Context: an optimization exercise on an open-source flow, tuned for small area. The choices shown serve that exercise and are no tape-out recipe.
In this exercise RTL edits were held to simulation tests only and were not proved equivalent to the original.
The clock input has no modelled driver; a real chip could not lean on it and would need a root buffer or a full tree.
Power figures rest on the tool's default switching activity, not on a simulated workload.

Design lab4, start of the top module:
module lab4(
  input  clk,
  input  reset_n,
  input  [3:0] usr_btn,
  output [3:0] usr_led,
  input  uart_rx,
  output uart_tx
);
Settings: LEC_CHECK=0, CAP_MARGIN=20, CORE_AREA=2 2 60 60, DIE_AREA=0 0 62 62, GPL_TIMING_DRIVEN=0, PLACE_DENSITY=0.92, SLEW_MARGIN=20; clock period 10.0 ns.
standard.sh (not shown) runs the stock make flow with config.mk's settings and CLKGATE_MAP_FILE= SYNTH_SCRIPT=/design/flow/synth_recipe.tcl, a recipe that flattens the netlist after the stock synthesis.
==> flow/flow/run.sh <==
#!/bin/bash
# Own layout flow: the standard flow (standard.sh), with these changes:
#  - synthesis maps the logic with several area-oriented ABC scripts
#    (abc_*.abc), keeps the smallest result, and skips ORFS's adder
#    extraction; everything else in synthesis, and so the registers, their
#    names and cell types, is synth_recipe.tcl unchanged;
#  - the clock tree is a flat one made by cts.tcl (a few buffers from the
#    clock port, each driving a group of flip-flops) instead of TritonCTS;
#  - port buffers are buf_1 cells, and synthesis puts no buffer between the
#    buttons and the LEDs (the standard flow removes those buffers later).
# Each tool's output stays in orfs/logs/; make's own output goes to flow.log.
set -euo pipefail
W=$(pwd)
export MY_WORK=$W
export MY_ABC_SCRIPTS="$(ls $W/flow/abc_*.abc)"
export MY_CTS_BUF=${MY_CTS_BUF:-sky130_fd_sc_hd__clkbuf_8}
export MY_CTS_N=${MY_CTS_N:-2}
export PRE_CTS_TCL=$W/flow/cts.tcl
bash standard.sh SYNTH_SCRIPT=$W/flow/synth.tcl ADDER_MAP_FILE= SYNTH_INSBUF=0 \
  "BUFFER_PORTS_ARGS=-inputs -outputs -buffer_cell sky130_fd_sc_hd__buf_1" \
  finish > $W/flow.log 2>&1
==> flow/flow/cts.tcl <==
# PRE_CTS_TCL: replaces TritonCTS for this small design with a flat clock
# tree: the clock port drives MY_CTS_N buffers (MY_CTS_BUF), each placed at
# the centre of the flip-flops it drives, the flip-flops cut into groups by
# x position. The rest of ORFS's cts step (placement legalisation, timing
# repair) runs as usual.
proc manual_cts {buf n} {
  set items {}
  foreach p [get_pins -of_objects [get_nets clk]] {
    if {[get_property $p direction] == "input"} {
      set inst [[sta::sta_to_db_pin $p] getInst]
      set loc [$inst getLocation]
      lappend items [list [lindex $loc 0] [lindex $loc 1] $p]
    }
  }
  set items [lsort -integer -index 0 $items]
  set per [expr {int(ceil([llength $items] / double($n)))}]
  for {set g 0} {$g < $n} {incr g} {
    set grp [lrange $items [expr {$g * $per}] [expr {($g + 1) * $per - 1}]]
    if {[llength $grp] == 0} { continue }
    set sx 0
    set sy 0
    set lp {}
    foreach it $grp {
      set sx [expr {$sx + [lindex $it 0]}]
      set sy [expr {$sy + [lindex $it 1]}]
      lappend lp [lindex $it 2]
    }
    set cx [expr {$sx / [llength $grp] / 1000.0}]
    set cy [expr {$sy / [llength $grp] / 1000.0}]
    puts "manual_cts: $buf for [llength $grp] sinks at $cx $cy"
    insert_buffer -buffer_cell $buf -net clk -load_pins $lp -location [list $cx $cy] \
      -buffer_name clkbuf_m$g -net_name clknet_m$g
  }
}
rename clock_tree_synthesis tritoncts_clock_tree_synthesis
proc clock_tree_synthesis {args} {
  manual_cts $::env(MY_CTS_BUF) $::env(MY_CTS_N)
  set_propagated_clock [all_clocks]
}
Other scripts of this flow, unchanged in this note and not shown: flow/flow/abc_j1000_s2.abc, flow/flow/abc_j1000_s3.abc, flow/flow/synth.tcl
The starting point ran to the end with no violations.
Rerun with:
- PLACE_DENSITY: 0.92 -> 0.8
Effect: Worst setup slack gets worse by 0.024 ns. Power barely changes. Design area is unchanged. Register-to-register slack gets better by 0.16 ns. Via count fell by 3.6%.
Rerun with:
--- a/flow/flow/run.sh
+++ b/flow/flow/run.sh
@@ -17 +17 @@
-export MY_CTS_N=${MY_CTS_N:-2}
+export MY_CTS_N=${MY_CTS_N:-3}
The new run finished with timing, DRC and antenna clean.
Wire length falls by 0.97%.
Core utilization climbs by 0.42 points.
Final cell count went up by about 0.4%.
Hold slack loses 0.013 ns.
Area after synthesis does not change.
Cell area increases by 0.79%.
Total power is higher by 3.4%.
No run of this note takes its clock network from TritonCTS; it comes from the design's own scripts or RTL.

## run A
Another version of the RTL of lab4 (not shown whole).
For scale: roughly 220 cells after synthesis, roughly 1800 µm² of cells after synthesis.
==> flow/config.mk <==
export PLATFORM = sky130hd
export DESIGN_NAME = lab4
export DESIGN_NICKNAME = lab4
export VERILOG_FILES = /design/flow/design.v
export SDC_FILE = /design/flow/constraint.sdc
export NUM_CORES = 4
export LEC_CHECK = 0
export CAP_MARGIN = 20
export CORE_MARGIN = 2
export CORE_UTILIZATION = 40
export PLACE_DENSITY = 0.6
export SLEW_MARGIN = 20
==> flow/constraint.sdc <==
create_clock -name core_clock -period 10.0 [get_ports {clk}]
set_input_delay 2.0000 -clock core_clock [delete_from_list [all_inputs] [get_ports {clk}]]
set_output_delay 2.0000 -clock core_clock [all_outputs]
set_load 0.01 [all_outputs]
==> flow/flow/run.sh <==
#!/bin/bash
# Own layout flow: the standard flow (standard.sh), with two changes:
#  - synthesis maps the logic with an area-oriented ABC script (area.abc) and
#    without ORFS's adder extraction; everything else in synthesis, and so the
#    registers, their names and cell types, is synth_recipe.tcl unchanged;
#  - clock tree synthesis uses CTS_ARGS below (no dummy loads, big clusters).
# Each tool's output stays in orfs/logs/; make's own output goes to flow.log.
set -euo pipefail
W=$(pwd)
export MY_WORK=$W
export MY_ABC_SCRIPT=$W/flow/area.abc
CTS="-sink_clustering_enable -repair_clock_nets -dont_use_dummy_load"
CTS="$CTS -buf_list ${MY_CTS_BUF:-sky130_fd_sc_hd__clkbuf_8} -sink_clustering_size 60 -sink_clustering_max_diameter 300"
bash standard.sh SYNTH_SCRIPT=$W/flow/synth.tcl ADDER_MAP_FILE= "CTS_ARGS=$CTS" finish > $W/flow.log 2>&1
==> flow/flow/area.abc <==
strash
&get -n
&fraig -x
&put
scorr
dc2
strash
&get -n
&deepsyn -T 60 -S 1
&dch -f
&nf -p -R 1000
&put
==> flow/flow/synth.tcl <==
# synth_recipe.tcl with ORFS's abc call given our own script (area.abc) and no
# delay target; every other step, and the flatten/rename at the end, is
# synth_recipe.tcl's own.
proc abc {args} {
  set i [lsearch -exact $args -script]
  if { $i >= 0 } { set args [lreplace $args $i [expr {$i + 1}] -script $::env(MY_ABC_SCRIPT)] }
  set j [lsearch -exact $args -D]
  if { $j >= 0 } { set args [lreplace $args $j [expr {$j + 1}]] }
  yosys abc {*}$args
}
source $::env(MY_WORK)/synth_recipe.tcl
Relative to run A, the following input files were edited for run B:
==> flow/run.sh (new file) <==
#!/bin/bash
# synth_recipe.tcl (not shown) runs the flow's synth.tcl, then flattens the netlist and writes it again
# the make line also repeats each setting of config.mk as NAME=value (left out here)
make -C /OpenROAD-flow-scripts/flow DESIGN_CONFIG=/design/flow/config.mk WORK_HOME=/design/flow/orfs CLKGATE_MAP_FILE= SYNTH_SCRIPT=/design/flow/synth_recipe.tcl finish
removed: flow/flow/run.sh
removed: flow/flow/area.abc
removed: flow/flow/synth.tcl
removed: flow/standard.sh
==> notes.md <==
- Relative to run A, the die area measured on run B has increased by more than a quarter.
- Looking at footprint of the multi-input gates across run B and run A, the one that comes out lower is run A.
- In run B the total stage count of the critical path turned out 4 lower than in run A.
- Minimum setup slack among reg-to-reg paths was higher in the run labelled run B.
- ~same clock insertion delay at the later pin of the skew report in run B and run A
- Relative to run A, the total power after layout of run B is higher by 93 µW.
- Against run A, internal power consumption in run B rose by more than 10%.
- In the final reports, the cell area of run B is larger than that of run A.

-- what the ideal ports hide --
No port has a modelled driver above. Below, the same layouts with a new extraction and two added sets of constraints.
Step 1, drivers: a clkbuf_16 drives clk and a buf_2 each remaining input, both assumed.
Step 2 moves the port delays by t, midway between the first and last clock arrival at a register: inputs arrive t later, outputs are due t later. That takes back most of the time a late clock gives input paths.
Slacks: no drivers / after step 1 / after step 2; pairs: no drivers / after step 1.
| run | t (ns) | setup WS [ns] | worst register clock-pin slew, ns | cell pins on the clock port's net |
|---|---|---|---|---|
| the first run of note 1 | 0.201 | 5.739 / 5.705 / 5.905 | 0.12 / 0.12 | 2 |
| the second run of note 1 | 0.201 | 5.715 / 5.681 / 5.882 | 0.12 / 0.12 | 2 |
| the third run of note 1 | 0.182 | 5.765 / 5.726 / 5.908 | 0.09 / 0.09 | 3 |
| run A | 0.309 | 4.832 / 4.806 / 5.116 | 0.09 / 0.09 | 1 |
| run B | 0.324 | 5.033 / 5.005 / 5.328 | 0.08 / 0.08 | 1 |
After both steps every run listed still meets setup and hold.
